Background: an optimization exercise with open tools, aiming at small area, a short achievable clock period and few clock cycles. Do not read the settings as production practice.
Only simulation tests tie the RTL to the original design; equivalence was not proved.

$ cat flow/config.mk
export PLATFORM = sky130hd
export DESIGN_NAME = FPU
export DESIGN_NICKNAME = FPU
export VERILOG_FILES = /design/flow/design.v
export SDC_FILE = /design/flow/constraint.sdc
export NUM_CORES = 4
export LEC_CHECK = 0
export CAP_MARGIN = 20
export CORE_MARGIN = 2
export CORE_UTILIZATION = 40
export SLEW_MARGIN = 20
$ cat flow/constraint.sdc
create_clock -name core_clock -period 10.0 [get_ports {clk}]
set_input_delay 2.0000 -clock core_clock [delete_from_list [all_inputs] [get_ports {clk}]]
set_output_delay 2.0000 -clock core_clock [all_outputs]
set_load 0.01 [all_outputs]
$ cat flow/design.v
module FPU(clk, rstn, ctl, x1, x2, y, ready, en);
    input clk, rstn;
    input [4:0] ctl;
    input [31:0] x1, x2;
    input en;
    output reg ready;
    output reg [31:0] y;
    wire op_add   = (ctl == 5'd0) | (ctl == 5'd1);
    wire op_mul   = (ctl == 5'd2) | (ctl == 5'd20);
    wire op_fhalf = (ctl == 5'd5);
    wire op_ftoi  = (ctl == 5'd6);
    wire op_itof  = (ctl == 5'd7);
    wire op_floor = (ctl == 5'd8);
    wire op_feq   = (ctl == 5'd9);
    wire op_fle   = (ctl == 5'd10);
    wire op_fabs  = (ctl == 5'd11);
    wire op_fneg  = (ctl == 5'd12);
    wire op_fless = (ctl == 5'd13);
    wire op_fmin  = (ctl == 5'd14);
    wire op_fmax  = (ctl == 5'd15);
    wire op_fisz  = (ctl == 5'd16);
    wire op_fisp  = (ctl == 5'd17);
    wire op_fisn  = (ctl == 5'd18);
    wire lt = (x1[30:0] <  x2[30:0]);
    wire eq = (x1[30:0] == x2[30:0]);
    wire [31:0] add_y, mul_y, half_y, ftoi_y, itof_y, floor_y, min_y, max_y;
    wire feq_y, fle_y, fless_y;
    fadd_u  u_add  (.x1(x1), .x2(x2), .sub(ctl[0]), .ge(~lt), .y(add_y));
    fmul_u  u_mul  (.a(x1), .b(ctl[4] ? x1 : x2), .y(mul_y));
    fhalf   u_half (.x(x1), .y(half_y), .clk(clk), .rstn(rstn));
    ftoi_u  u_ftoi (.x(x1), .y(ftoi_y));
    itof_u  u_itof (.x(x1), .y(itof_y));
    floor_u u_floor(.x(x1), .y(floor_y));
    fcmp_u  u_cmp  (.x1(x1), .x2(x2), .lt(lt), .eq(eq), .feq(feq_y), .fle(fle_y),
                    .fless(fless_y), .fmin(min_y), .fmax(max_y));
    wire nz1 = |x1[30:0];
    wire bit0 = (op_feq & feq_y) | (op_fle & fle_y) | (op_fless & fless_y) |
                (op_fisz & ~nz1) | (op_fisp & ~x1[31] & nz1) | (op_fisn & x1[31] & nz1);
    wire [31:0] res =
        ({32{op_add}}   & add_y)   |
        ({32{op_mul}}   & mul_y)   |
        ({32{op_fhalf}} & half_y)  |
        ({32{op_ftoi}}  & ftoi_y)  |
        ({32{op_itof}}  & itof_y)  |
        ({32{op_floor}} & floor_y) |
        ({32{op_fmin}}  & min_y)   |
        ({32{op_fmax}}  & max_y)   |
        ({32{op_fabs}}  & {1'b0, x1[30:0]}) |
        ({32{op_fneg}}  & {~x1[31], x1[30:0]}) |
        {31'b0, bit0};
    always @(posedge clk) begin
        ready <= rstn & en;
        y <= res;
    end
endmodule
`default_nettype none
module fadd_u (
    input  wire [31:0] x1,
    input  wire [31:0] x2,
    input  wire        sub,
    input  wire        ge,       
    output wire [31:0] y);
wire [31:0] b  = {x2[31] ^ sub, x2[30:0]};
wire [31:0] lx = ge ? x1 : b;
wire [31:0] sx = ge ? b : x1;
wire [7:0]  shift = lx[30:23] - sx[30:23];
wire [25:0] lf = {1'b1, lx[22:0], 2'b00};
wire [23:0] sfp1 = (sx[30:23] == 8'b0) ? 24'd0 : {1'b1, sx[22:0]};
wire [25:0] sf = (|shift[7:5]) ? 26'd0 : ({sfp1, 2'b00} >> shift[4:0]);
wire [26:0] af26 = (lx[31] ^ sx[31]) ? lf - sf : lf + sf;
reg [4:0] lz;
integer i;
always @* begin
    lz = 5'd26;
    for (i = 0; i <= 26; i = i + 1)
        if (af26[i]) lz = 5'd26 - i[4:0];
end
wire [4:0]  top  = 5'd26 - lz;
wire [26:0] norm = af26 << lz;
wire [23:0] afnc = norm[26:3];
wire        inc  = norm[2];
wire [24:0] af   = afnc + inc;
wire [4:0]  ttop = top + af[24];
wire [8:0]  ae   = lx[30:23] + ttop - 9'd25;
wire [7:0]  ye = ae[8] ? ((ttop >= 5'd25) ? 8'hff : 8'h00) : ae[7:0];
wire [22:0] yf = (ye == 8'h00 || ye == 8'hff) ? 23'd0 : af[22:0];
assign y = (&lx[30:23]) ? lx : {lx[31], ye, yf};
endmodule
`default_nettype wire
`default_nettype none
module fmul_u (
    input  wire [31:0] a,
    input  wire [31:0] b,
    output wire [31:0] y);
wire [12:0] hi1 = {1'b1, a[22:11]};
wire [10:0] lo1 = a[10:0];
wire [12:0] hi2 = {1'b1, b[22:11]};
wire [10:0] lo2 = b[10:0];
wire [25:0] hh = hi1 * hi2;
wire [23:0] hl = hi1 * lo2;
wire [23:0] lh = lo1 * hi2;
wire [26:0] mmul = hh + hl[23:11] + lh[23:11] + 27'd2;
wire [22:0] ym0 = mmul[26] ? mmul[25:3] :
                  mmul[25] ? mmul[24:2] : mmul[23:1];
wire [7:0] e1 = a[30:23];
wire [7:0] e2 = b[30:23];
wire ys = a[31] ^ b[31];
wire [9:0] ye0 = e1 + e2 + 10'd129;
wire [8:0] c0 = {1'b0, ye0[7:0]};
wire [8:0] c1 = {1'b0, ye0[7:0]} + 9'd1;
wire [8:0] c2 = {1'b0, ye0[7:0]} + 9'd2;
wire [8:0] ye1 = ye0[9] ? 9'd255 :
                 ~ye0[8] ? 9'd0 :
                 mmul[26] ? c2 : mmul[25] ? c1 : c0;
wire [7:0] ye = ye1[8] ? 8'd255 : ye1[7:0];
wire [22:0] ym = (ye == 8'd255 || ye == 8'd0) ? 23'd0 : ym0;
wire iszero = ~(|e1) | ~(|e2);
wire isinf  = (&e1) | (&e2);
assign y = iszero ? {ys, 31'b0} :
           isinf  ? {ys, 8'hff, 23'b0} : {ys, ye, ym};
endmodule
`default_nettype wire
`default_nettype none
module fhalf (
    input wire [31:0] x,
    output wire [31:0] y,
    input wire clk,
    input wire rstn);
wire [7:0] e = x[30:23];
wire [22:0] m = x[22:0];
wire [7:0] xem1 =   (e == 8'b00000000) ? 8'b00000000 :
                    (e == 8'b11111111) ? 8'b11111111 : e - 1;
assign y = (e == 8'b00000001) ? ( (&m) ? {x[31], 8'b00000001, 23'b0} : {x[31], 8'b0, x[23:1]} + (x[0] & x[1])) :
            {x[31], xem1, x[22:0]};
endmodule
`default_nettype wire
`default_nettype none
module ftoi_u (
    input  wire [31:0] x,
    output wire [31:0] y);
wire [7:0]  e = x[30:23];
wire [31:0] r = {1'b1, x[22:0], 8'b0};      
wire [7:0]  sh = 8'd157 - e;
wire [31:0] t = (e < 8'd126) ? 32'd0 : (r >> sh[4:0]);
wire [32:0] u = {1'b0, t} ^ {33{x[31]}};
wire [32:0] z = u + 33'd1;
assign y = (e > 8'd157) ? 32'h80000000 : z[32:1];
endmodule
`default_nettype wire
`default_nettype none
module itof_u (
    input  wire [31:0] x,
    output wire [31:0] y);
wire        s = x[31];
wire [31:0] absx = s ? (~x + 32'd1) : x;
reg [4:0] lz;
integer i;
always @* begin
    lz = 5'd30;
    for (i = 0; i <= 30; i = i + 1)
        if (absx[i]) lz = 5'd30 - i[4:0];
end
wire [30:0] norm = absx[30:0] << lz;
wire [7:0]  e = 8'd157 - {3'b0, lz};
wire [30:0] r = {e, norm[29:7]} + {30'd0, norm[6]};
assign y = absx[31] ? 32'hcf000000 :
           (absx[30:0] == 31'd0) ? 32'd0 : {s, r};
endmodule
`default_nettype wire
`default_nettype none
module floor_u (
    input  wire [31:0] x,
    output wire [31:0] y);
wire        s = x[31];
wire [7:0]  e = x[30:23];
wire [22:0] m = x[22:0];
wire [7:0]  k = e - 8'd127;
wire [22:0] low = 23'h7fffff >> k[4:0];
wire        frac = |(m & low);
wire [30:0] up = {e, m | low} + 31'd1;
assign y = (e < 8'd127) ? ((s & (|x[30:0])) ? 32'hbf800000 : {s, 31'b0}) :
           (e > 8'd149) ? x :
           (s & frac)   ? {s, up} : {s, e, m & ~low};
endmodule
`default_nettype wire
`default_nettype none
module fcmp_u (
    input  wire [31:0] x1,
    input  wire [31:0] x2,
    input  wire        lt,       
    input  wire        eq,       
    output wire        feq,
    output wire        fle,
    output wire        fless,
    output wire [31:0] fmin,
    output wire [31:0] fmax);
wire s1 = x1[31];
wire s2 = x2[31];
wire absle = lt | eq;
assign feq = eq & (s1 == s2);
assign fle = (~s1 & ~s2 & absle) | (s1 & ~s2) | (s1 & s2 & (~absle | eq));
assign fless = (~s1 & ~s2 & lt) | (s1 & ~s2 & ((|x1[30:0]) | (|x2[30:0]))) |
               (s1 & s2 & ~lt & ~eq);
assign fmin = fle ? x1 : x2;
assign fmax = fle ? x2 : x1;
endmodule
`default_nettype wire
$ cat flow/run.sh
#!/bin/bash
# synth_recipe.tcl (not shown) runs the flow's synth.tcl, then flattens the netlist and writes it again
# the make line also repeats each setting of config.mk as NAME=value (left out here)
make -C /OpenROAD-flow-scripts/flow DESIGN_CONFIG=/design/flow/config.mk WORK_HOME=/design/flow/orfs CLKGATE_MAP_FILE= SYNTH_SCRIPT=/design/flow/synth_recipe.tcl finish
==> flow_summary_export.csv <==
group,metric,value,unit
finish,design_area,0.0498,sq mm
floorplanning,die_y,308,um
place,dpl_cell_area,0.0467,sq mm
finish,n_fill_cell,8753,
cts,cts.clk_slew.worst_paths,0.06,ns
synthesis,syn_area,0.0369,sq mm
place,pre_cts_slack,-6.29,ns
timing,layout_setup_ws,-5.19,ns
cts,h-tree-depth,2,
floorplanning,rows,111,
place,dpl.hpwl,151,mm
timing,period_minus_slack,15.19,ns
worst_setup_path,end_kind,"flop",
finish,fin_nets,6776,
global_routing,gr-usage-all-layers,38.4,%
cts,root_buffer,"clkbuf_16",
finish,syn_to_final_growth,34.9,%
hold_path,min_path_type,"in2reg",
synthesis,ys_ff_latch,33,
synthesis,synthTopCellsByArea,"fa_1 (19%), ha_1 (12%), nand2_1 (6.0%)",
synthesis,syn_avg_cell_area,7.34,sq um
synthesis,seq_area_frac_synth,1.79,%
worst_setup_path,arrival,15.35,ns
route,drc,0,
worst_setup_path,cp_max_fo,10,
cts,cts_tree,"yes",
timing,worstMarginPinSlew,1.20,ns
synthesis,synth_cells,5030,
timing,relSlewSlack,19.1,%
timing,slew_viol_final,0,
synthesis,synth.distinct_cells,121,
route,firstDrtPassIters,8,
synthesis,synth_ff_type,"dfxtp_1",
global_routing,grt_pass1_wl,273,mm
finish,regArea,661,sq um
synthesis,synthSimpleGateAreaFrac,22.1,%
worst_setup_path,path_common_cell,"o21a_1",
worst_setup_path,startpoint_type,"input port",
worst_setup_path,worstPathRequired,10.15,ns
global_routing,grt.overflow.total,0,
synthesis,synth_top_cell_by_area,"fa_1",
synthesis,synth_fa_ha_area_share,30.1,%
synthesis,synth-xor-area-share,6.28,%
finish,drive_gt1_share,28.4,%
synthesis,synth_compound_area_share,22.5,%
outcome,outcome,"failed layout checks",
synthesis,ys_warn_count,3,
floorplanning,start_util,40.3,%
global_routing,antenna_found_initial,4,
floorplanning,ios,105,
worst_setup_path,crit_buf_inv,10,
route,wl_per_cell,25.9,um
synthesis,syn_nets,5785,
cts,clock_path_buffers,2,
worst_setup_path,crit_family,"adder cells",
synthesis,synth_top_area_share,18.5,%
global_routing,grt_max_degree,57,
route,postRouteAntennaNets,0,
route,totalWireLength,186,mm
outcome,so_faults,"negative setup slack",
route,num_vias,43500,
floorplanning,die_w,308,um
place,portBuffers,104,
route,avgViaCountPerCell,6.03,
worst_setup_path,crit_type,"in2reg",
job,maxCapViolations,0,
worst_setup_path,slowest_stage,"fa_1",
finish,multi_input_area,0.0347,sq mm
route,drt_iter0_drc,4856,
timing,max_freq,65.8,MHz
synthesis,synth_edf_count,0,
place,gp_congestion,1.05,
timing,rsz0062_at_grt,"yes",
worst_setup_path,critPathMaxStageDelay,0.55,ns
timing,fin_crit_sh,152,%
timing,timing_hold_violations_final,0,
timing,final.setup.tns,-151.92,ns
floorplanning,coreArea,0.0915,sq mm
cts,cts-buffers-inserted,5,
finish,mostFrequentLayoutCells,"buf_4 (1,115), nand2_1 (567), inv_1 (506), nor2_1 (446), fa_1 (335)",
global_routing,grt_pass1_vias,42000,
timing,setup_viol,31,
finish,final_common_cell,"buf_4",
synthesis,async_flop_share,0,%
synthesis,synth_top_family_by_area,"adder cells",
cts,cts.sink_count,33,
synthesis,synth_mux_area_share,8.31,%
finish,final_util,54.4,%
floorplanning,die_area,0.0947,sq mm
==> kinds of logic (layout without fill, tap and decap cells) <==
| logic type | Yosys count | after routing |
|---|---|---|
| AOI/OAI and AO/OA | 1216 | 1216 |
| xor gates and xnor gates | 261 | 261 |
| adders and majority gates | 683 | 683 |
| buffers and inverters | 867 | 1859 |
| DFF | 33 | 33 |
| muxes | 242 | 242 |
| other | 0 | 1 |
| and+or+nand+nor | 1728 | 1728 |
==> layer usage <==
metal	global-route usage (%)	routed length (um)
met4	19.8	12800
met2	61.4	82300
met1	49.9	73500
met3	5.98	17900
met5	0	20
==> layout make-up <==
class,count,share of cell area (%)
diodes,1,0.00503
clock buffers,5,0.251
multi-input cells,4130,69.7
inverters,551,4.18
clock inverters,3,0.0930
well taps,1186,2.98
flip-flops and latches,33,1.33
repair buffers,1300,21.5
==> final timing paths <==
kind	depth (start not counted)	startpoint	slack [ns]	end
max	57	x2[14]	-5.19	y[19]
min	2	en	2.31	ready
==> cell usage after synthesis (all sizes together), types with 18 or more instances <==
master and number:
mux4 47, clkbuf 254, a211oi 57, a211o 23
nand3 109, o31ai 25, a21o 64, o21ai 289
and3 26, mux2i 151, xor2 75, o21a 44
o211ai 66, inv 539, a31oi 50, nor2 463
a32oi 18, o22ai 31, dfxtp 33, and2 86
a22oi 32, nand2 590, nand2b 37, nor3 112
or2 33, nor4 47, fa 341, a221oi 40
xnor2 186, ha 342, nor2b 72, o21bai 21
or3 52, nand4 36, mux2 44, buf 62
a21oi 258
==> per-stage QoR <==
stage	instances	hold WS (ns)
floorplan	5030	2.12
global placement	7066	2.60
detailed placement	7066	2.61
CTS	7121	2.31
global route	7208	2.32
finish	7209	2.31
==> flip-flops by register name, indices dropped and copies added (netlist names) <==
| register | cells |
|---|---|
| ready | 1 |
| y | 32 |
==> what timing repair did <==
| action | CTS | global route |
|---|---|---|
| setup endpoints to repair | 31 | 31 |
| hold buffers | 0 | 0 |
| pin swaps | 81 | 129 |
| gates cloned | 5 | 5 |
| setup buffers | 46 | 89 |
| resized for setup | 174 | 335 |
Testbench counts, summed over its fixed seeds: cycles 24,008.

==> what the ideal ports hide <==
Ports are ideal in the flow. The routed layout listed here was re-timed in OpenROAD. Step 1, drivers: a clkbuf_16 drives clk and a buf_2 each remaining input, both assumed. Step 2, shift: input delay + t, output delay - t, t = (earliest + latest rising clock arrival at the registers) / 2. This alone moves slack from input paths to output paths. Three values: no drivers, after step 1, after step 2; two values: the first two.
shift t [ns]: 0.327
setup WS [ns]: -5.194 / -5.306 / -5.632
hold WS [ns]: 2.305 / 2.287 / 2.614
worst data-port slew with drivers (ns): 0.22
The setup slack of this run moves by -0.112 ns with the drivers and by -0.438 ns with both steps.
